This is an optimization exercise on Yosys and OpenROAD, whose aim is small area, not a production implementation. The RTL was checked by simulation tests, not by an equivalence proof against the original design. No activity file was given, so power comes from the tool's default toggle rates.

<file path="flow/flow/area3.abc">
strash
&get -n
&deepsyn -T 300 -S 1
&put
&get -n
&dch -f
&nf -R 1000 -p -F 8 -A 8 -C 32
&put
strash
&get -n
&dch -f
&nf -R 1000 -p -F 8 -A 8 -C 32
&put
strash
&get -n
&dch -f
&nf -R 1000 -p -F 8 -A 8 -C 32
&put
topo
</file>
<file path="flow/flow/area1.abc">
strash
&get -n
&deepsyn -T 300
&put
&get -n
&dch -f
&nf -R 1000 -p -F 8 -A 8 -C 32
&put
strash
&get -n
&dch -f
&nf -R 1000 -p -F 8 -A 8 -C 32
&put
strash
&get -n
&dch -f
&nf -R 1000 -p -F 8 -A 8 -C 32
&put
topo
</file>
<file path="flow/flow/upsize.py">
#!/usr/bin/env python3
"""Give cells that drive many loads a stronger drive strength of the same cell (nor2_1 ->
nor2_2 / nor2_4, dfrtp_1 -> dfrtp_2 / dfrtp_4, ...), so that the layout needs fewer and
smaller slew buffers. Edits the synthesized netlist in place; only drive strengths change,
so every register keeps its name and cell type. flow/cells.txt lists the library's cells.
With a second argument "flops", only flip-flops are upsized."""
import os
import re
import sys

path = sys.argv[1]
flops_only = len(sys.argv) > 2 and sys.argv[2] == 'flops'
here = os.path.dirname(os.path.abspath(__file__))
lib = set(open(os.path.join(here, 'cells.txt')).read().split())
src = open(path).read()
inst_re = re.compile(r'^(\s*)(sky130_fd_sc_hd__\w+)(\s+)(\S+)(\s*\()(.*?)\);', re.S | re.M)
outputs = {'X', 'Y', 'Q', 'Q_N', 'SUM', 'COUT', 'HI', 'LO'}
loads = {}
insts = []
for m in inst_re.finditer(src):
    pins = re.findall(r'\.(\w+)\(([^()]*)\)', m.group(6))
    insts.append((m, pins))
    for p, n in pins:
        n = n.strip()
        if p not in outputs and n:
            loads[n] = loads.get(n, 0) + 1


def stronger(cell, fo):
    """The cell of the same function with the drive strength for fo loads, or None."""
    base, _, size = cell.rpartition('_')
    if not size.isdigit() or base.startswith('sky130_fd_sc_hd__ha') or base.startswith('sky130_fd_sc_hd__fa'):
        return None
    if flops_only and not base.startswith('sky130_fd_sc_hd__df'):
        return None
    want = 4 if fo >= 26 else 2 if fo >= 14 else 0
    if want <= int(size):
        return None
    name = base.replace('sky130_fd_sc_hd__', '')
    for s in (want, 2):
        if s > int(size) and f'{name}_{s}' in lib:
            return f'{base}_{s}'
    return None


out = []
last = 0
changed = 0
for m, pins in insts:
    cell = m.group(2)
    fo = max([loads.get(n.strip(), 0) for p, n in pins if p in outputs] or [0])
    new = stronger(cell, fo)
    if new is None:
        continue
    out.append(src[last:m.start(2)])
    out.append(new)
    last = m.end(2)
    changed += 1
    print(f'{m.group(4)}: {cell} -> {new} ({fo} loads)')
out.append(src[last:])
open(path, 'w').write(''.join(out))
print(f'{changed} cells upsized')
</file>
<file path="flow/flow/run.sh">
#!/bin/bash
# Own flow: the standard layout, except for three things.
# 1. Synthesis maps the logic with area-oriented ABC scripts (flow/area1..4.abc) instead of
#    ORFS's speed script, once per script, each in an ORFS work folder of its own.
#    Everything else in synthesis (and so every register, its name and cell) is the
#    standard one.
# 2. Cells that drive many loads get a stronger drive strength (flow/upsize.py), either
#    flip-flops only or all cells.
# 3. Port buffers use sky130_fd_sc_hd__buf_2.
# Each synthesis, with each of the two upsizings, is placed up to the resizer's repair
# (3_4_place_resized); the one with the smallest cell area there (tap cells left out) is
# copied to orfs/ and finished there with standard.sh.
set -euo pipefail
W=$(pwd)
PORTS="BUFFER_PORTS_ARGS=-buffer_cell sky130_fd_sc_hd__buf_2"
for k in 1 2 3 4; do
  # ORFS's synth.tcl with the ABC script swapped after synth_preamble.tcl has set abc_args
  sed "s#^source \$::env(SCRIPTS_DIR)/synth_preamble.tcl#&\nset abc_args [lreplace \$abc_args 1 1 $W/flow/area$k.abc]#" \
    "$FLOW_HOME/scripts/synth.tcl" > "$W/synth_area$k.tcl"
  grep -q "flow/area$k.abc" "$W/synth_area$k.tcl"
  # The standard flow's synthesis script, sourcing the modified synth.tcl
  sed "s#source \$::env(SCRIPTS_DIR)/synth.tcl#source $W/synth_area$k.tcl#" \
    "$W/synth_recipe.tcl" > "$W/synth_recipe_area$k.tcl"
  grep -q "synth_area$k.tcl" "$W/synth_recipe_area$k.tcl"
  # standard.sh with its own ORFS work folder
  sed "s#WORK_HOME=$W/orfs #WORK_HOME=$W/orfs_$k #" standard.sh > "$W/standard_$k.sh"
  grep -q "WORK_HOME=$W/orfs_$k " "$W/standard_$k.sh"
  bash "$W/standard_$k.sh" synth SYNTH_SCRIPT="$W/synth_recipe_area$k.tcl" > "$W/synth_$k.log" 2>&1 &
done
wait
cands=""
for k in 1 2 3 4; do
  [[ -f "$(ls "$W"/orfs_$k/results/*/ov5640_cfg/base/1_synth.odb 2>/dev/null)" ]] || continue
  grep -q "flow/area$k.abc" "$W"/orfs_$k/logs/*/ov5640_cfg/base/1_2_yosys.log || continue
  for u in f a; do
    c=${k}$u
    cp -a "$W/orfs_$k" "$W/orfs_$c"
    sed "s#WORK_HOME=$W/orfs #WORK_HOME=$W/orfs_$c #" standard.sh > "$W/standard_$c.sh"
    grep -q "WORK_HOME=$W/orfs_$c " "$W/standard_$c.sh"
    if [[ $u == f ]]; then arg=flops; else arg=all; fi
    python3 "$W/flow/upsize.py" "$(ls "$W"/orfs_$c/results/*/ov5640_cfg/base/1_2_yosys.v)" $arg > "$W/upsize_$c.log" 2>&1
    cands="$cands $c"
  done
done
# place every candidate up to the repair, four at a time
n=0
for c in $cands; do
  bash "$W/standard_$c.sh" 3_4_place_resized "$PORTS" > "$W/place_$c.log" 2>&1 &
  n=$((n + 1))
  if (( n % 4 == 0 )); then wait; fi
done
wait
best=""; best_area=""
for c in $cands; do
  L="$(ls -d "$W"/orfs_$c/logs/*/ov5640_cfg/base)"
  [[ -f "$L/3_4_place_resized.log" && -f "$(ls "$W"/orfs_$c/results/*/ov5640_cfg/base/3_4_place_resized.odb 2>/dev/null)" ]] || continue
  a21=$(grep -o 'Design area [0-9.]*' "$L/2_1_floorplan.log" | tail -1 | awk '{print $3}')
  a23=$(grep -o 'Design area [0-9.]*' "$L/2_3_floorplan_tapcell.log" | tail -1 | awk '{print $3}')
  a34=$(grep -o 'Design area [0-9.]*' "$L/3_4_place_resized.log" | tail -1 | awk '{print $3}')
  a=$((a34 - (a23 - a21)))
  echo "candidate $c: synthesis $(grep 'Chip area for module' "$(ls "$W"/orfs_$c/reports/*/ov5640_cfg/base/synth_stat.txt)" | awk '{print $NF}'), after repair without taps $a" >> "$W/choice.log"
  if [[ -z "$best" ]] || (( a < best_area )); then best=$c; best_area=$a; fi
done
[[ -n "$best" ]]
echo "kept candidate $best ($best_area)" >> "$W/choice.log"
cp -a "$W/orfs_$best" "$W/orfs"
bash standard.sh finish "$PORTS" > "$W/layout.log" 2>&1
</file>
<file path="flow/flow/cells.txt">
a2111o_1
a2111o_2
a2111o_4
a2111oi_0
a2111oi_1
a2111oi_2
a2111oi_4
a211o_1
a211o_2
a211o_4
a211oi_1
a211oi_2
a211oi_4
a21bo_1
a21bo_2
a21bo_4
a21boi_0
a21boi_1
a21boi_2
a21boi_4
a21o_1
a21o_2
a21o_4
a21oi_1
a21oi_2
a21oi_4
a221o_1
a221o_2
a221o_4
a221oi_1
a221oi_2
a221oi_4
a222oi_1
a22o_1
a22o_2
a22o_4
a22oi_1
a22oi_2
a22oi_4
a2bb2o_1
a2bb2o_2
a2bb2o_4
a2bb2oi_1
a2bb2oi_2
a2bb2oi_4
a311o_1
a311o_2
a311o_4
a311oi_1
a311oi_2
a311oi_4
a31o_1
a31o_2
a31o_4
a31oi_1
a31oi_2
a31oi_4
a32o_1
a32o_2
a32o_4
a32oi_1
a32oi_2
a32oi_4
a41o_1
a41o_2
a41o_4
a41oi_1
a41oi_2
a41oi_4
and2_0
and2_1
and2_2
and2_4
and2b_1
and2b_2
and2b_4
and3_1
and3_2
and3_4
and3b_1
and3b_2
and3b_4
and4_1
and4_2
and4_4
and4b_1
and4b_2
and4b_4
and4bb_1
and4bb_2
and4bb_4
buf_1
buf_12
buf_16
buf_2
buf_4
buf_6
buf_8
bufbuf_16
bufbuf_8
bufinv_16
bufinv_8
clkbuf_1
clkbuf_16
clkbuf_2
clkbuf_4
clkbuf_8
clkdlybuf4s15_1
clkdlybuf4s15_2
clkdlybuf4s18_1
clkdlybuf4s18_2
clkdlybuf4s25_1
clkdlybuf4s25_2
clkdlybuf4s50_1
clkdlybuf4s50_2
clkinv_1
clkinv_16
clkinv_2
clkinv_4
clkinv_8
clkinvlp_2
clkinvlp_4
conb_1
decap_12
decap_3
decap_4
decap_6
decap_8
dfbbn_1
dfbbn_2
dfbbp_1
dfrbp_1
dfrbp_2
dfrtn_1
dfrtp_1
dfrtp_2
dfrtp_4
dfsbp_1
dfsbp_2
dfstp_1
dfstp_2
dfstp_4
dfxbp_1
dfxbp_2
dfxtp_1
dfxtp_2
dfxtp_4
diode_2
dlclkp_1
dlclkp_2
dlclkp_4
dlrbn_1
dlrbn_2
dlrbp_1
dlrbp_2
dlrtn_1
dlrtn_2
dlrtn_4
dlrtp_1
dlrtp_2
dlrtp_4
dlxbn_1
dlxbn_2
dlxbp_1
dlxtn_1
dlxtn_2
dlxtn_4
dlxtp_1
dlygate4sd1_1
dlygate4sd2_1
dlygate4sd3_1
dlymetal6s2s_1
dlymetal6s4s_1
dlymetal6s6s_1
ebufn_1
ebufn_2
ebufn_4
ebufn_8
edfxbp_1
edfxtp_1
einvn_0
einvn_1
einvn_2
einvn_4
einvn_8
einvp_1
einvp_2
einvp_4
einvp_8
fa_1
fa_2
fa_4
fah_1
fahcin_1
fahcon_1
ha_1
ha_2
ha_4
inv_1
inv_12
inv_16
inv_2
inv_4
inv_6
inv_8
macro_sparecell
maj3_1
maj3_2
maj3_4
mux2_1
mux2_2
mux2_4
mux2_8
mux2i_1
mux2i_2
mux2i_4
mux4_1
mux4_2
mux4_4
nand2_1
nand2_2
nand2_4
nand2_8
nand2b_1
nand2b_2
nand2b_4
nand3_1
nand3_2
nand3_4
nand3b_1
nand3b_2
nand3b_4
nand4_1
nand4_2
nand4_4
nand4b_1
nand4b_2
nand4b_4
nand4bb_1
nand4bb_2
nand4bb_4
nor2_1
nor2_2
nor2_4
nor2_8
nor2b_1
nor2b_2
nor2b_4
nor3_1
nor3_2
nor3_4
nor3b_1
nor3b_2
nor3b_4
nor4_1
nor4_2
nor4_4
nor4b_1
nor4b_2
nor4b_4
nor4bb_1
nor4bb_2
nor4bb_4
o2111a_1
o2111a_2
o2111a_4
o2111ai_1
o2111ai_2
o2111ai_4
o211a_1
o211a_2
o211a_4
o211ai_1
o211ai_2
o211ai_4
o21a_1
o21a_2
o21a_4
o21ai_0
o21ai_1
o21ai_2
o21ai_4
o21ba_1
o21ba_2
o21ba_4
o21bai_1
o21bai_2
o21bai_4
o221a_1
o221a_2
o221a_4
o221ai_1
o221ai_2
o221ai_4
o22a_1
o22a_2
o22a_4
o22ai_1
o22ai_2
o22ai_4
o2bb2a_1
o2bb2a_2
o2bb2a_4
o2bb2ai_1
o2bb2ai_2
o2bb2ai_4
o311a_1
o311a_2
o311a_4
o311ai_0
o311ai_1
o311ai_2
o311ai_4
o31a_1
o31a_2
o31a_4
o31ai_1
o31ai_2
o31ai_4
o32a_1
o32a_2
o32a_4
o32ai_1
o32ai_2
o32ai_4
o41a_1
o41a_2
o41a_4
o41ai_1
o41ai_2
o41ai_4
or2_0
or2_1
or2_2
or2_4
or2b_1
or2b_2
or2b_4
or3_1
or3_2
or3_4
or3b_1
or3b_2
or3b_4
or4_1
or4_2
or4_4
or4b_1
or4b_2
or4b_4
or4bb_1
or4bb_2
or4bb_4
sdfbbn_1
sdfbbn_2
sdfbbp_1
sdfrbp_1
sdfrbp_2
sdfrtn_1
sdfrtp_1
sdfrtp_2
sdfrtp_4
sdfsbp_1
sdfsbp_2
sdfstp_1
sdfstp_2
sdfstp_4
sdfxbp_1
sdfxbp_2
sdfxtp_1
sdfxtp_2
sdfxtp_4
sdlclkp_1
sdlclkp_2
sdlclkp_4
sedfxbp_1
sedfxbp_2
sedfxtp_1
sedfxtp_2
sedfxtp_4
xnor2_1
xnor2_2
xnor2_4
xnor3_1
xnor3_2
xnor3_4
xor2_1
xor2_2
xor2_4
xor3_1
xor3_2
xor3_4
</file>
<file path="flow/design.v">
`timescale 1ns/1ns
module ov5640_sccb(
    input                   sysclk      ,    
    input                   rst_n       ,
    input                   run         ,    
    input                   tbit        ,    
    output      [ 4:0]      sel         ,
    output                  nxt         ,
    output reg  [ 7:0]      rd_data     ,
    output reg              cmos_sclk   ,
    input                   cmos_sdat_in ,
    output                  cmos_sdat_out,
    output                  cmos_sdat_oe
);
reg         [1:0]           byt ;
reg         [3:0]           bc  ;
reg                         h   ;
reg                         sdat;    
reg         [1:0]           byt_n;   
reg         [3:0]           bc_n ;
reg                         h_n  ;
wire        tail    = bc[3] & (bc[2] | bc[1] | bc[0]);    
wire        ack     = bc[3] & ~(bc[2] | bc[1] | bc[0]);   
wire        tail_n  = bc_n[3] & (bc_n[2] | bc_n[1] | bc_n[0]);
assign sel = {byt_n, bc_n[2:0]};
assign nxt = byt[1] & byt[0] & (bc == 4'd10);
always @(*) begin
    byt_n = byt;
    bc_n  = bc;
    h_n   = h;
    if (tail) begin
        {byt_n, bc_n} = {byt, bc} + {5'd0, run};
        h_n           = (bc == 4'd14);
    end else begin
        h_n = ~h;
        if (h) begin
            if (ack && byt != 2'd3) begin
                byt_n = byt + 2'd1;
                bc_n  = 4'd0;
            end else begin
                bc_n  = bc + 4'd1;
            end
        end
    end
end
always @(posedge sysclk or negedge rst_n) begin
    if (rst_n == 1'b0) begin
        byt  <= 2'd3;
        bc   <= 4'd11;
        h    <= 1'b0;
        sdat <= 1'b1;
    end else begin
        byt  <= byt_n;
        bc   <= bc_n;
        h    <= h_n;
        sdat <= tail_n ? ~(bc_n[0] & (bc_n[1] ~^ bc_n[2])) : tbit;
    end
end
assign cmos_sdat_out = sdat;
assign cmos_sdat_oe  = ~ack;
always @(negedge sysclk or negedge rst_n) begin
    if (rst_n == 1'b0)
        cmos_sclk <= 1'b1;
    else
        cmos_sclk <= ~h;
end
always @(posedge sysclk or negedge rst_n) begin
    if (rst_n == 1'b0)
        rd_data <= 8'd0;
    else if (ack && !h)
        rd_data <= {rd_data[6:0], cmos_sdat_in};
end
endmodule
`timescale 1ns/1ns
module ov5640_cfg(
    input                   sysclk          ,
    input                   rst_n           ,
    output                  cmos_sclk       ,
    input                   cmos_sdat_in    ,
    output                  cmos_sdat_out   ,
    output                  cmos_sdat_oe    ,
    output                  cfg_done        ,
    output      [7:0]       rd_data
);
localparam          CFG_REG_NUM =   304 ;
reg     [ 8:0]      addr    ;    
wire    [ 4:0]      sel     ;    
wire                nxt     ;    
wire                tbit    ;
assign cfg_done = addr[8] & addr[5] & addr[4];
always @(posedge sysclk or negedge rst_n) begin
    if (rst_n == 1'b0)
        addr <= 9'd0;
    else if (nxt == 1'b1)
        addr <= addr + 9'd1;
end
ov5640_sccb u_ov5640_sccb(
    .sysclk         ( sysclk        ),
    .rst_n          ( rst_n         ),
    .run            ( ~cfg_done     ),
    .tbit           ( tbit          ),
    .sel            ( sel           ),
    .nxt            ( nxt           ),
    .rd_data        ( rd_data       ),
    .cmos_sclk      ( cmos_sclk     ),
    .cmos_sdat_in   ( cmos_sdat_in  ),
    .cmos_sdat_out  ( cmos_sdat_out ),
    .cmos_sdat_oe   ( cmos_sdat_oe  )
);
reg     [23:0]      w;
wire    [31:0]      word = {8'h78, w};
assign tbit = word[~sel];
always @(*) begin
    case (addr)
    9'd0  : w = {16'h3103, 8'h11};
    9'd1  : w = {16'h3008, 8'h82};
    9'd2  : w = {16'h3008, 8'h42};
    9'd3  : w = {16'h3103, 8'h03};
    9'd4  : w = {16'h3017, 8'hff};
    9'd5  : w = {16'h3018, 8'hff};
    9'd6  : w = {16'h3034, 8'h1a};
    9'd7  : w = {16'h3037, 8'h13};
    9'd8  : w = {16'h3108, 8'h01};
    9'd9  : w = {16'h3630, 8'h36};
    9'd10 : w = {16'h3631, 8'h0e};
    9'd11 : w = {16'h3632, 8'he2};
    9'd12 : w = {16'h3633, 8'h12};
    9'd13 : w = {16'h3621, 8'he0};
    9'd14 : w = {16'h3704, 8'ha0};
    9'd15 : w = {16'h3703, 8'h5a};
    9'd16 : w = {16'h3715, 8'h78};
    9'd17 : w = {16'h3717, 8'h01};
    9'd18 : w = {16'h370b, 8'h60};
    9'd19 : w = {16'h3705, 8'h1a};
    9'd20 : w = {16'h3905, 8'h02};
    9'd21 : w = {16'h3906, 8'h10};
    9'd22 : w = {16'h3901, 8'h0a};
    9'd23 : w = {16'h3731, 8'h12};
    9'd24 : w = {16'h3600, 8'h08};
    9'd25 : w = {16'h3601, 8'h33};
    9'd26 : w = {16'h302d, 8'h60};
    9'd27 : w = {16'h3620, 8'h52};
    9'd28 : w = {16'h371b, 8'h20};
    9'd29 : w = {16'h471c, 8'h50};
    9'd30 : w = {16'h3a13, 8'h43};
    9'd31 : w = {16'h3a18, 8'h00};
    9'd32 : w = {16'h3a19, 8'hf8};
    9'd33 : w = {16'h3635, 8'h13};
    9'd34 : w = {16'h3636, 8'h03};
    9'd35 : w = {16'h3634, 8'h40};
    9'd36 : w = {16'h3622, 8'h01};
    9'd37 : w = {16'h3c01, 8'h34};
    9'd38 : w = {16'h3c04, 8'h28};
    9'd39 : w = {16'h3c05, 8'h98};
    9'd40 : w = {16'h3c06, 8'h00};
    9'd41 : w = {16'h3c07, 8'h08};
    9'd42 : w = {16'h3c08, 8'h00};
    9'd43 : w = {16'h3c09, 8'h1c};
    9'd44 : w = {16'h3c0a, 8'h9c};
    9'd45 : w = {16'h3c0b, 8'h40};
    9'd46 : w = {16'h3810, 8'h00};
    9'd47 : w = {16'h3811, 8'h10};
    9'd48 : w = {16'h3812, 8'h00};
    9'd49 : w = {16'h3708, 8'h64};
    9'd50 : w = {16'h4001, 8'h02};
    9'd51 : w = {16'h4005, 8'h1a};
    9'd52 : w = {16'h3000, 8'h00};
    9'd53 : w = {16'h3004, 8'hff};
    9'd54 : w = {16'h300e, 8'h58};
    9'd55 : w = {16'h302e, 8'h00};
    9'd56 : w = {16'h4300, 8'h61};
    9'd57 : w = {16'h501f, 8'h01};
    9'd58 : w = {16'h440e, 8'h00};
    9'd59 : w = {16'h5000, 8'ha7};
    9'd60 : w = {16'h3a0f, 8'h30};
    9'd61 : w = {16'h3a10, 8'h28};
    9'd62 : w = {16'h3a1b, 8'h30};
    9'd63 : w = {16'h3a1e, 8'h26};
    9'd64 : w = {16'h3a11, 8'h60};
    9'd65 : w = {16'h3a1f, 8'h14};
    9'd66 : w = {16'h5800, 8'h23};
    9'd67 : w = {16'h5801, 8'h14};
    9'd68 : w = {16'h5802, 8'h0f};
    9'd69 : w = {16'h5803, 8'h0f};
    9'd70 : w = {16'h5804, 8'h12};
    9'd71 : w = {16'h5805, 8'h26};
    9'd72 : w = {16'h5806, 8'h0c};
    9'd73 : w = {16'h5807, 8'h08};
    9'd74 : w = {16'h5808, 8'h05};
    9'd75 : w = {16'h5809, 8'h05};
    9'd76 : w = {16'h580a, 8'h08};
    9'd77 : w = {16'h580b, 8'h0d};
    9'd78 : w = {16'h580c, 8'h08};
    9'd79 : w = {16'h580d, 8'h03};
    9'd80 : w = {16'h580e, 8'h00};
    9'd81 : w = {16'h580f, 8'h00};
    9'd82 : w = {16'h5810, 8'h03};
    9'd83 : w = {16'h5811, 8'h09};
    9'd84 : w = {16'h5812, 8'h07};
    9'd85 : w = {16'h5813, 8'h03};
    9'd86 : w = {16'h5814, 8'h00};
    9'd87 : w = {16'h5815, 8'h01};
    9'd88 : w = {16'h5816, 8'h03};
    9'd89 : w = {16'h5817, 8'h08};
    9'd90 : w = {16'h5818, 8'h0d};
    9'd91 : w = {16'h5819, 8'h08};
    9'd92 : w = {16'h581a, 8'h05};
    9'd93 : w = {16'h581b, 8'h06};
    9'd94 : w = {16'h581c, 8'h08};
    9'd95 : w = {16'h581d, 8'h0e};
    9'd96 : w = {16'h581e, 8'h29};
    9'd97 : w = {16'h581f, 8'h17};
    9'd98 : w = {16'h5820, 8'h11};
    9'd99 : w = {16'h5821, 8'h11};
    9'd100: w = {16'h5822, 8'h15};
    9'd101: w = {16'h5823, 8'h28};
    9'd102: w = {16'h5824, 8'h46};
    9'd103: w = {16'h5825, 8'h26};
    9'd104: w = {16'h5826, 8'h08};
    9'd105: w = {16'h5827, 8'h26};
    9'd106: w = {16'h5828, 8'h64};
    9'd107: w = {16'h5829, 8'h26};
    9'd108: w = {16'h582a, 8'h24};
    9'd109: w = {16'h582b, 8'h22};
    9'd110: w = {16'h582c, 8'h24};
    9'd111: w = {16'h582d, 8'h24};
    9'd112: w = {16'h582e, 8'h06};
    9'd113: w = {16'h582f, 8'h22};
    9'd114: w = {16'h5830, 8'h40};
    9'd115: w = {16'h5831, 8'h42};
    9'd116: w = {16'h5832, 8'h24};
    9'd117: w = {16'h5833, 8'h26};
    9'd118: w = {16'h5834, 8'h24};
    9'd119: w = {16'h5835, 8'h22};
    9'd120: w = {16'h5836, 8'h22};
    9'd121: w = {16'h5837, 8'h26};
    9'd122: w = {16'h5838, 8'h44};
    9'd123: w = {16'h5839, 8'h24};
    9'd124: w = {16'h583a, 8'h26};
    9'd125: w = {16'h583b, 8'h28};
    9'd126: w = {16'h583c, 8'h42};
    9'd127: w = {16'h583d, 8'hce};
    9'd128: w = {16'h5180, 8'hff};
    9'd129: w = {16'h5181, 8'hf2};
    9'd130: w = {16'h5182, 8'h00};
    9'd131: w = {16'h5183, 8'h14};
    9'd132: w = {16'h5184, 8'h25};
    9'd133: w = {16'h5185, 8'h24};
    9'd134: w = {16'h5186, 8'h09};
    9'd135: w = {16'h5187, 8'h09};
    9'd136: w = {16'h5188, 8'h09};
    9'd137: w = {16'h5189, 8'h75};
    9'd138: w = {16'h518a, 8'h54};
    9'd139: w = {16'h518b, 8'he0};
    9'd140: w = {16'h518c, 8'hb2};
    9'd141: w = {16'h518d, 8'h42};
    9'd142: w = {16'h518e, 8'h3d};
    9'd143: w = {16'h518f, 8'h56};
    9'd144: w = {16'h5190, 8'h46};
    9'd145: w = {16'h5191, 8'hf8};
    9'd146: w = {16'h5192, 8'h04};
    9'd147: w = {16'h5193, 8'h70};
    9'd148: w = {16'h5194, 8'hf0};
    9'd149: w = {16'h5195, 8'hf0};
    9'd150: w = {16'h5196, 8'h03};
    9'd151: w = {16'h5197, 8'h01};
    9'd152: w = {16'h5198, 8'h04};
    9'd153: w = {16'h5199, 8'h12};
    9'd154: w = {16'h519a, 8'h04};
    9'd155: w = {16'h519b, 8'h00};
    9'd156: w = {16'h519c, 8'h06};
    9'd157: w = {16'h519d, 8'h82};
    9'd158: w = {16'h519e, 8'h38};
    9'd159: w = {16'h5480, 8'h01};
    9'd160: w = {16'h5481, 8'h08};
    9'd161: w = {16'h5482, 8'h14};
    9'd162: w = {16'h5483, 8'h28};
    9'd163: w = {16'h5484, 8'h51};
    9'd164: w = {16'h5485, 8'h65};
    9'd165: w = {16'h5486, 8'h71};
    9'd166: w = {16'h5487, 8'h7d};
    9'd167: w = {16'h5488, 8'h87};
    9'd168: w = {16'h5489, 8'h91};
    9'd169: w = {16'h548a, 8'h9a};
    9'd170: w = {16'h548b, 8'haa};
    9'd171: w = {16'h548c, 8'hb8};
    9'd172: w = {16'h548d, 8'hcd};
    9'd173: w = {16'h548e, 8'hdd};
    9'd174: w = {16'h548f, 8'hea};
    9'd175: w = {16'h5490, 8'h1d};
    9'd176: w = {16'h5381, 8'h1e};
    9'd177: w = {16'h5382, 8'h5b};
    9'd178: w = {16'h5383, 8'h08};
    9'd179: w = {16'h5384, 8'h0a};
    9'd180: w = {16'h5385, 8'h7e};
    9'd181: w = {16'h5386, 8'h88};
    9'd182: w = {16'h5387, 8'h7c};
    9'd183: w = {16'h5388, 8'h6c};
    9'd184: w = {16'h5389, 8'h10};
    9'd185: w = {16'h538a, 8'h01};
    9'd186: w = {16'h538b, 8'h98};
    9'd187: w = {16'h5580, 8'h06};
    9'd188: w = {16'h5583, 8'h40};
    9'd189: w = {16'h5584, 8'h10};
    9'd190: w = {16'h5589, 8'h10};
    9'd191: w = {16'h558a, 8'h00};
    9'd192: w = {16'h558b, 8'hf8};
    9'd193: w = {16'h501d, 8'h40};
    9'd194: w = {16'h5300, 8'h08};
    9'd195: w = {16'h5301, 8'h30};
    9'd196: w = {16'h5302, 8'h10};
    9'd197: w = {16'h5303, 8'h00};
    9'd198: w = {16'h5304, 8'h08};
    9'd199: w = {16'h5305, 8'h30};
    9'd200: w = {16'h5306, 8'h08};
    9'd201: w = {16'h5307, 8'h16};
    9'd202: w = {16'h5309, 8'h08};
    9'd203: w = {16'h530a, 8'h30};
    9'd204: w = {16'h530b, 8'h04};
    9'd205: w = {16'h530c, 8'h06};
    9'd206: w = {16'h5025, 8'h00};
    9'd207: w = {16'h3008, 8'h02};
    9'd208: w = {16'h3035, 8'h11};
    9'd209: w = {16'h3036, 8'h46};
    9'd210: w = {16'h3c07, 8'h08};
    9'd211: w = {16'h3820, 8'h41};
    9'd212: w = {16'h3821, 8'h07};
    9'd213: w = {16'h3814, 8'h31};
    9'd214: w = {16'h3815, 8'h31};
    9'd215: w = {16'h3800, 8'h00};
    9'd216: w = {16'h3801, 8'h00};
    9'd217: w = {16'h3802, 8'h00};
    9'd218: w = {16'h3803, 8'h04};
    9'd219: w = {16'h3804, 8'h0a};
    9'd220: w = {16'h3805, 8'h3f};
    9'd221: w = {16'h3806, 8'h07};
    9'd222: w = {16'h3807, 8'h9b};
    9'd223: w = {16'h3808, 8'h03};
    9'd224: w = {16'h3809, 8'h20};
    9'd225: w = {16'h380a, 8'h02};
    9'd226: w = {16'h380b, 8'h58};
    9'd227: w = {16'h380c, 8'h07};
    9'd228: w = {16'h380d, 8'h68};
    9'd229: w = {16'h380e, 8'h03};
    9'd230: w = {16'h380f, 8'hd8};
    9'd231: w = {16'h3813, 8'h06};
    9'd232: w = {16'h3618, 8'h00};
    9'd233: w = {16'h3612, 8'h29};
    9'd234: w = {16'h3709, 8'h52};
    9'd235: w = {16'h370c, 8'h03};
    9'd236: w = {16'h3a02, 8'h17};
    9'd237: w = {16'h3a03, 8'h10};
    9'd238: w = {16'h3a14, 8'h17};
    9'd239: w = {16'h3a15, 8'h10};
    9'd240: w = {16'h4004, 8'h02};
    9'd241: w = {16'h3002, 8'h1c};
    9'd242: w = {16'h3006, 8'hc3};
    9'd243: w = {16'h4713, 8'h03};
    9'd244: w = {16'h4407, 8'h04};
    9'd245: w = {16'h460b, 8'h35};
    9'd246: w = {16'h460c, 8'h22};
    9'd247: w = {16'h4837, 8'h22};
    9'd248: w = {16'h3824, 8'h02};
    9'd249: w = {16'h5001, 8'ha3};
    9'd250: w = {16'h3503, 8'h00};
    9'd251: w = {16'h3035, 8'h21};
    9'd252: w = {16'h3036, 8'h69};
    9'd253: w = {16'h3c07, 8'h07};
    9'd254: w = {16'h3820, 8'h47};
    9'd255: w = {16'h3821, 8'h07};
    9'd256: w = {16'h3814, 8'h31};
    9'd257: w = {16'h3815, 8'h31};
    9'd258: w = {16'h3800, 8'h00};
    9'd259: w = {16'h3801, 8'h00};
    9'd260: w = {16'h3802, 8'h00};
    9'd261: w = {16'h3803, 8'hfa};
    9'd262: w = {16'h3804, 8'h0a};
    9'd263: w = {16'h3805, 8'h3f};
    9'd264: w = {16'h3806, 8'h06};
    9'd265: w = {16'h3807, 8'ha9};
    9'd266: w = {16'h3808, 8'h04};
    9'd267: w = {16'h3809, 8'h00};
    9'd268: w = {16'h380a, 8'h02};
    9'd269: w = {16'h380b, 8'hd0};
    9'd270: w = {16'h380c, 8'h07};
    9'd271: w = {16'h380d, 8'h64};
    9'd272: w = {16'h380e, 8'h02};
    9'd273: w = {16'h380f, 8'he4};
    9'd274: w = {16'h3813, 8'h04};
    9'd275: w = {16'h3618, 8'h00};
    9'd276: w = {16'h3612, 8'h29};
    9'd277: w = {16'h3709, 8'h52};
    9'd278: w = {16'h370c, 8'h03};
    9'd279: w = {16'h3a02, 8'h02};
    9'd280: w = {16'h3a03, 8'he0};
    9'd281: w = {16'h3a08, 8'h00};
    9'd282: w = {16'h3a09, 8'h6f};
    9'd283: w = {16'h3a0a, 8'h00};
    9'd284: w = {16'h3a0b, 8'h5c};
    9'd285: w = {16'h3a0e, 8'h06};
    9'd286: w = {16'h3a0d, 8'h08};
    9'd287: w = {16'h3a14, 8'h02};
    9'd288: w = {16'h3a15, 8'he0};
    9'd289: w = {16'h4004, 8'h02};
    9'd290: w = {16'h3002, 8'h1c};
    9'd291: w = {16'h3006, 8'hc3};
    9'd292: w = {16'h4713, 8'h03};
    9'd293: w = {16'h4407, 8'h04};
    9'd294: w = {16'h460b, 8'h37};
    9'd295: w = {16'h460c, 8'h20};
    9'd296: w = {16'h4837, 8'h16};
    9'd297: w = {16'h3824, 8'h04};
    9'd298: w = {16'h5001, 8'h83};
    9'd299: w = {16'h3503, 8'h00};
    9'd300: w = {16'h3016, 8'h02};
    9'd301: w = {16'h3b07, 8'h0a};
    9'd302: w = {16'h3b00, 8'h83};
    9'd303: w = {16'h3b00, 8'h00};
    default: w = 24'bx;
    endcase
end
endmodule
</file>
<file path="flow/flow/area4.abc">
strash
&get -n
&deepsyn -T 300 -S 5
&put
&get -n
&dch -f
&nf -R 1000 -p -F 8 -A 8 -C 32
&put
strash
&get -n
&dch -f
&nf -R 1000 -p -F 8 -A 8 -C 32
&put
strash
&get -n
&dch -f
&nf -R 1000 -p -F 8 -A 8 -C 32
&put
topo
</file>
<file path="flow/constraint.sdc">
create_clock -name core_clock -period 10.0 [get_ports {sysclk}]
set_input_delay 2.0000 -clock core_clock [delete_from_list [all_inputs] [get_ports {sysclk}]]
set_output_delay 2.0000 -clock core_clock [all_outputs]
set_load 0.01 [all_outputs]
</file>
<file path="flow/flow/area2.abc">
strash
&get -n
&deepsyn -T 300 -S 3
&put
&get -n
&dch -f
&nf -R 1000 -p -F 8 -A 8 -C 32
&put
strash
&get -n
&dch -f
&nf -R 1000 -p -F 8 -A 8 -C 32
&put
strash
&get -n
&dch -f
&nf -R 1000 -p -F 8 -A 8 -C 32
&put
topo
</file>
<file path="flow/config.mk">
export PLATFORM = sky130hd
export DESIGN_NAME = ov5640_cfg
export DESIGN_NICKNAME = ov5640_cfg
export VERILOG_FILES = /design/flow/design.v
export SDC_FILE = /design/flow/constraint.sdc
export NUM_CORES = 4
export LEC_CHECK = 0
export CAP_MARGIN = 10
export CORE_MARGIN = 2
export CORE_UTILIZATION = 25
export CTS_BUF_LIST = sky130_fd_sc_hd__clkbuf_8
export GPL_TIMING_DRIVEN = 0
export PLACE_DENSITY = 0.45
export SLEW_MARGIN = 10
export SYNTH_MEMORY_MAX_BITS = 65536
</file>
<file path="flow/standard.sh">
#!/bin/bash
# synth_recipe.tcl (not shown) runs the flow's synth.tcl, then flattens the netlist and writes it again
# the make line also repeats each setting of config.mk as NAME=value (left out here)
make -C /OpenROAD-flow-scripts/flow DESIGN_CONFIG=/design/flow/config.mk WORK_HOME=/design/flow/orfs CLKGATE_MAP_FILE= SYNTH_SCRIPT=/design/flow/synth_recipe.tcl "${@:-finish}"
</file>
==> results of run 1 <==
## sequential cells by signal (all words and copies together) (netlist names)
signal and count:
u_ov5640_sccb.rd_data 8, u_ov5640_sccb.h 1, u_ov5640_sccb.bc 4, u_ov5640_sccb.sdat 1, addr 9, u_ov5640_sccb.cmos_sclk 1, u_ov5640_sccb.byt 2
## cells by family after synthesis
kind of cell / share of synthesized area, %
compound gates: 47.12
simple gates: 26.63
fa+ha+maj: 7.978
flops: 13.14
buf+inv: 1.047
xor+xnor: 2.094
mux: 1.995
## stage by stage
step           utilization [%]  hold WS, ns
6_report                 27.73       0.4829
5_1_grt                  27.72       0.5041
4_1_cts                  27.72       0.4912
3_5_place_dp             27.49       0.4692
3_3_place_gp             27.30       0.4641
2_1_floorplan                -       0.5159
## power breakdown
group,switching (W),leakage (nW),internal [W]
registers,0.000000235,0.309,0.000106
clock network,0.0000374,0.0271,0.0000287
logic,0.00000258,1.48,0.000000758
## how the worst max path moves through the flow
stage	endpoint	slack, ns	from
3_3_place_gp	cmos_sclk	2.39	u_ov5640_sccb.cmos_sclk$_DFF_NN1_
4_1_cts	cmos_sclk	2.05	u_ov5640_sccb.cmos_sclk$_DFF_NN1_
2_1_floorplan	cmos_sclk	2.48	u_ov5640_sccb.cmos_sclk$_DFF_NN1_
5_1_grt	cmos_sclk	2.04	u_ov5640_sccb.cmos_sclk$_DFF_NN1_
3_5_place_dp	cmos_sclk	2.39	u_ov5640_sccb.cmos_sclk$_DFF_NN1_
6_report	cmos_sclk	2.05	u_ov5640_sccb.cmos_sclk$_DFF_NN1_
## metal layers
layer	share of wire (%)	global-route usage (%)	vias to the layer above
li1	-	-	3116
met1	35	44.57	3801
met2	39	53.51	877
met3	17	16.97	289
met4	9.1	22.57	0
met5	0	0	-
## cells in the mapped netlist (13+ instances only)
library cell / number
nand3_1: 28
nor2b_1: 13
nor2_1: 101
o22ai_1: 19
o21ai_0: 104
a21oi_1: 86
clkinv_1: 14
nand2_1: 111
ha_1: 32
o211ai_1: 17
a31oi_1: 21
dfrtp_1: 19
nor3_1: 22
## cell type report
| type | instances | area, um2 | share of cell area, % |
|---|---|---|---|
| flip-flops and latches | 26 | 686.9 | 12.36 |
| clock buffers | 3 | 41.29 | 0.7431 |
| inverters | 13 | 60.06 | 1.081 |
| repair buffers | 16 | 96.34 | 1.734 |
| multi-input cells | 727 | 4323 | 77.80 |
| clock inverters | 2 | 8.758 | 0.1576 |
| diodes | 1 | 2.502 | 0.04503 |
| well taps | 270 | 337.8 | 6.080 |
==> results.txt, run 1 <==
Critical Path Stages=1; Worst R2R Setup Slack=3.80 ns; slew margin rel.=6.993%; Worst R2R Path Depth=14; drt pass-1 iters=9; Synth Cell Area=5062 um2; Vert. Die Dim=146.3 um; final worst slack=2.052 ns; Max Slew Vio Count=0; commonest non-fill, non-tap cell in the layout=nand2_1; post-place setup slack=2.395 ns; Hold Path Cell Cnt=1; Worst Hold Class=flop to flop; buffer count from post-CTS setup fixing=0; Worst VDD drop=35.80 uV; Layout Skew=0.05132 ns; delay-heaviest family, CP=flip-flops; grt total ovfl=0; Pleak=1.814 nW; drt first-iter violations=1896; mean routed wirelength per cell=38.69 um; CP Launch Type=flop; Post-synth EDFFs=0; post-route insts no fill=1058; first-pass GRT wire length=57300 um; placed instance count=1053; CP required=8.00 ns; initial antenna violation count=0; Syn-to-layout area delta=9.763%; Clock transition at path regs=0.09 ns; commonest cells after routing, fill and taps aside=nand2_1 (111), o21ai_0 (104), nor2_1 (96), a21oi_1 (86), ha_1 (32); Tot GR Track Use=36.98%; total negative setup slack=0 ns; fill cell total of the finished layout=2368; Die Footprint=21400 um2; HP Start=u_ov5640_sccb.rd_data[7]$_DFFE_PN0P_; crit-path max FO=1; CP endpoint kind=primary output; Num CTS Buffers=3; synth warn=2; final WL=40930 um; WS Path Type=flop to primary output; clock latency on the worst-skew pair=0.33 ns; status=complete, no violations; # rows=52; Post-CTS Resized=0; H-tree levels=1; setup violation total in the final timing report=0; #FFs+latches synth=26; largest net degree at the start of global routing=58; yosys stat chip area=5019 um2; DRC viols=0; Slowest-stage cell, CP=dfstp_2; layout cells sized above 1=5.591%; root buffer cell=clkbuf_8; GPL Wtd Cong=1.090; DPL Wire Length=27570 um; Post-CTS Hold Buffers=0; async set-reset flop share out of synthesis=100.0%; DRT antenna net count=0; TritonCTS clock tree=built; die span in x=146.3 um; Largest stage delay, worst path=0.50 ns; max-cap violations=0; Tightest Pin Transition=1.390 ns; placed inst area=5508 um2; post-synthesis cell type count=51; I/O Buffers=14; synthesized instance count=767; CP arrival=5.95 ns; Core Area=20040 um2; register area share after synthesis=13.14%; crit path buf inv count=1; prevailing post-synth register cell=dfrtp_1; vias in the first global route=7569; Clock Sinks=26; CP Cell Sequence=buf_2; Synth top area share=10.37%; Final Power=0.0001753 W; # nets final=823; Pwr Density=31.54 nW/um2; sink of the worst hold path=u_ov5640_sccb.rd_data[7]$_DFFE_PN0P_; worst-case clock buffer depth=2; Starting Density=25.26%; syn_nets=802; leading post-synthesis cells by cell area=o21ai_0 (10%), dfrtp_1 (9.5%), a21oi_1 (8.6%); post-synthesis area per instance=6.600 um2; I/O pin total=15; Final Hold Vio Count=0; Vias/cell=7.640; reg2reg start=addr[1]$_DFFE_PN0P_; final instance area=5557 um2; Yosys top cell by area=o21ai_0; RSZ-0062 raised after global routing=false; via count=8083; reg2reg end=u_ov5640_sccb.sdat$_DFF_PN1_
==> run 2: changes to the inputs <==
--- a/flow/flow/run.sh
+++ b/flow/flow/run.sh
@@ -2,3 +2,4 @@
 # Own flow: the standard layout, except for three things.
-# 1. Synthesis maps the logic with area-oriented ABC scripts (flow/area1..4.abc) instead of
+# 1. Synthesis maps the logic with area-oriented ABC scripts (flow/area1..8.abc, which differ
+#    in deepsyn's random seed) instead of
 #    ORFS's speed script, once per script, each in an ORFS work folder of its own.
@@ -15,3 +16,3 @@
 PORTS="BUFFER_PORTS_ARGS=-buffer_cell sky130_fd_sc_hd__buf_2"
-for k in 1 2 3 4; do
+for k in 1 2 3 4 5 6 7 8; do
   # ORFS's synth.tcl with the ABC script swapped after synth_preamble.tcl has set abc_args
@@ -28,2 +29,4 @@
   bash "$W/standard_$k.sh" synth SYNTH_SCRIPT="$W/synth_recipe_area$k.tcl" > "$W/synth_$k.log" 2>&1 &
+  # four at a time
+  if (( k % 4 == 0 )); then wait; fi
 done
@@ -31,3 +34,3 @@
 cands=""
-for k in 1 2 3 4; do
+for k in 1 2 3 4 5 6 7 8; do
   [[ -f "$(ls "$W"/orfs_$k/results/*/ov5640_cfg/base/1_synth.odb 2>/dev/null)" ]] || continue
--- a/flow/flow/area1.abc
+++ b/flow/flow/area1.abc
@@ -2,3 +2,3 @@
 &get -n
-&deepsyn -T 300
+&deepsyn -T 300 -S 0
 &put
==> flow/flow/area5.abc (new file) <==
strash
&get -n
&deepsyn -T 300 -S 2
&put
&get -n
&dch -f
&nf -R 1000 -p -F 8 -A 8 -C 32
&put
strash
&get -n
&dch -f
&nf -R 1000 -p -F 8 -A 8 -C 32
&put
strash
&get -n
&dch -f
&nf -R 1000 -p -F 8 -A 8 -C 32
&put
topo
==> flow/flow/area6.abc (new file) <==
strash
&get -n
&deepsyn -T 300 -S 4
&put
&get -n
&dch -f
&nf -R 1000 -p -F 8 -A 8 -C 32
&put
strash
&get -n
&dch -f
&nf -R 1000 -p -F 8 -A 8 -C 32
&put
strash
&get -n
&dch -f
&nf -R 1000 -p -F 8 -A 8 -C 32
&put
topo
==> flow/flow/area7.abc (new file) <==
strash
&get -n
&deepsyn -T 300 -S 6
&put
&get -n
&dch -f
&nf -R 1000 -p -F 8 -A 8 -C 32
&put
strash
&get -n
&dch -f
&nf -R 1000 -p -F 8 -A 8 -C 32
&put
strash
&get -n
&dch -f
&nf -R 1000 -p -F 8 -A 8 -C 32
&put
topo
==> flow/flow/area8.abc (new file) <==
strash
&get -n
&deepsyn -T 300 -S 7
&put
&get -n
&dch -f
&nf -R 1000 -p -F 8 -A 8 -C 32
&put
strash
&get -n
&dch -f
&nf -R 1000 -p -F 8 -A 8 -C 32
&put
strash
&get -n
&dch -f
&nf -R 1000 -p -F 8 -A 8 -C 32
&put
topo
==> run 2 against run 1 <==
Still clean. Design area decreased by 0.20%. First-iteration DRC count decreased by 0.95%. Die area decreased by 0.19%. Sequential power about the same. Critical path depth unchanged. Clock-buffer cell count unchanged. Register-to-register slack got worse by 0.43 ns. Global-route usage decreased by 0.80 points. Flip-flop and latch count unchanged. Wire length decreased by 2.6%. Highest routed layer unchanged.
==> results.txt, run 2 <==
status=complete, no violations; post-synthesis area per instance=6.701 um2 (+1.5%); setup violation total in the final timing report=0 (unchanged); TritonCTS clock tree=built; Vias/cell=7.612 (-0.36%); delay-heaviest family, CP=flip-flops; Tot GR Track Use=36.18% (-0.80 points); buffer count from post-CTS setup fixing=0 (unchanged); syn_nets=789 (-1.6%); reg2reg start=addr[5]$_DFFE_PN0P_; die span in x=146.2 um (about the same); Largest stage delay, worst path=0.50 ns (about the same); mean routed wirelength per cell=38.16 um (-1.4%); crit path buf inv count=1 (unchanged); Num CTS Buffers=3 (unchanged); Top Registers=addr x9, u_ov5640_sccb.rd_data x8, u_ov5640_sccb.bc x4; via count=7955 (-1.6%); ANT cells=0 (-1); CP arrival=5.95 ns (about the same); Max Slew Vio Count=0 (unchanged); Layout Skew=0.05162 ns (+0.0002984 ns); grt total ovfl=0 (unchanged); I/O Buffers=14 (unchanged); # rows=52 (unchanged); synth warn=2 (unchanged); Syn-to-layout area delta=9.757% (about the same); Pwr Density=31.22 nW/um2 (-1.0%); CP Launch Type=flop; most flop-heavy register=addr; root buffer cell=clkbuf_8; Vert. Die Dim=146.2 um (about the same); CP Cell Sequence=buf_2; total negative setup slack=0 ns (unchanged); DRC viols=0 (unchanged); slew margin rel.=16.37% (+9.4 points); I/O pin total=15 (unchanged); Pleak=1.836 nW (+1.2%); CP endpoint kind=primary output; Worst Hold Class=flop to flop; worst-case clock buffer depth=2 (unchanged); largest net degree at the start of global routing=68 (+17%); DPL Wire Length=26790 um (-2.8%); Clock transition at path regs=0.09 ns (about the same); final WL=39880 um (-2.6%); Worst VDD drop=43.68 uV (+22%); commonest non-fill, non-tap cell in the layout=nand2_1; max reg flops=9 (unchanged); CP required=8.00 ns (about the same); GPL Wtd Cong=1.085 (-0.47%); Clock Sinks=26 (unchanged); clock latency on the worst-skew pair=0.33 ns (about the same); initial antenna violation count=0 (unchanged); WS Path Type=flop to primary output; # nets final=811 (-1.5%); first-pass GRT wire length=56290 um (-1.8%); Final Hold Vio Count=0 (unchanged); synthesized instance count=754 (-1.7%); post-layout util=27.67% (-0.056 points); crit path launch=u_ov5640_sccb.cmos_sclk$_DFF_NN1_; Post-CTS Resized=0 (unchanged); HP Start=u_ov5640_sccb.rd_data[7]$_DFFE_PN0P_; vias in the first global route=7458 (-1.5%); Starting Density=25.21% (-0.050 points); layout cells sized above 1=6.839% (+1.2 points); Tightest Pin Transition=1.252 ns (-0.1382 ns); Synth Cell Area=5052 um2 (-0.20%); crit-path max FO=1 (unchanged); drt pass-1 iters=10 (+1); Core Area=20040 um2 (unchanged); Slowest-stage cell, CP=dfstp_2; Post-CTS Hold Buffers=0 (unchanged); DRT antenna net count=0 (unchanged); Die Footprint=21360 um2 (-0.19%); drt first-iter violations=1878 (-0.95%); commonest cells after routing, fill and taps aside=nand2_1 (98), a21oi_1 (82), nor2_1 (79), o21ai_0 (77), nor3_1 (39); H-tree levels=1 (unchanged); max-cap violations=0 (unchanged); RSZ-0062 raised after global routing=false
==> run 2: final cells by class <==
cell class	count	area [um2]
clock buffer	3	41.29
clock inverter	2	8.758
fill	2382	14490
inverter	21	92.59
multi-input combinational	706	4293
sequential	26	681.9
tap	270	337.8
timing repair buffer	17	90.09
==> run 2: power by group <==
| group | switching [W] | internal (W) |
|---|---|---|
| Sequential | 0.000000245 | 0.000106 |
| Clock | 0.0000355 | 0.0000286 |
| Combinational | 0.00000241 | 0.000000754 |
| Total | 0.0000382 | 0.000135 |
==> run 2: worst paths after layout <==
| check | depth (start not counted) | slack, ns | end |
|---|---|---|---|
| hold / removal | 1 | 0.50 | u_ov5640_sccb.rd_data[7]$_DFFE_PN0P_ |
| setup reg to reg | 16 | 3.37 | u_ov5640_sccb.sdat$_DFF_PN1_ |
| min in group asynchronous | 1 | 1.70 | u_ov5640_sccb.rd_data[7]$_DFFE_PN0P_ |
| setup / recovery | 1 | 2.05 | cmos_sclk |
| hold reg to reg | 1 | 0.50 | u_ov5640_sccb.rd_data[7]$_DFFE_PN0P_ |
| max in group asynchronous | 1 | 2.96 | u_ov5640_sccb.cmos_sclk$_DFF_NN1_ |
==> run 2: stage by stage <==
step                hold slack, ns  total power, W  instances  area [um2]  setup slack [ns]
finish                      0.4970       0.0001731       1045        5545             2.055
global route                0.5060       0.0001812       1045        5545             2.023
CTS                         0.5012       0.0001769       1042        5519             2.041
detailed placement          0.4790       0.0001126       1038        5473             2.394
global placement            0.4684       0.0001127       1038        5460             2.392
floorplan                   0.5288       0.0001097        754        5052             2.480
==> run 2: layer usage <==
metal | GRT usage (%) | up-vias | wire (um)
met5 | 0 | - | 0
met3 | 13.28 | 280 | 5996
met1 | 45.17 | 3717 | 14360
li1 | - | 3080 | -
met4 | 20.97 | 0 | 3603
met2 | 53.49 | 878 | 15920
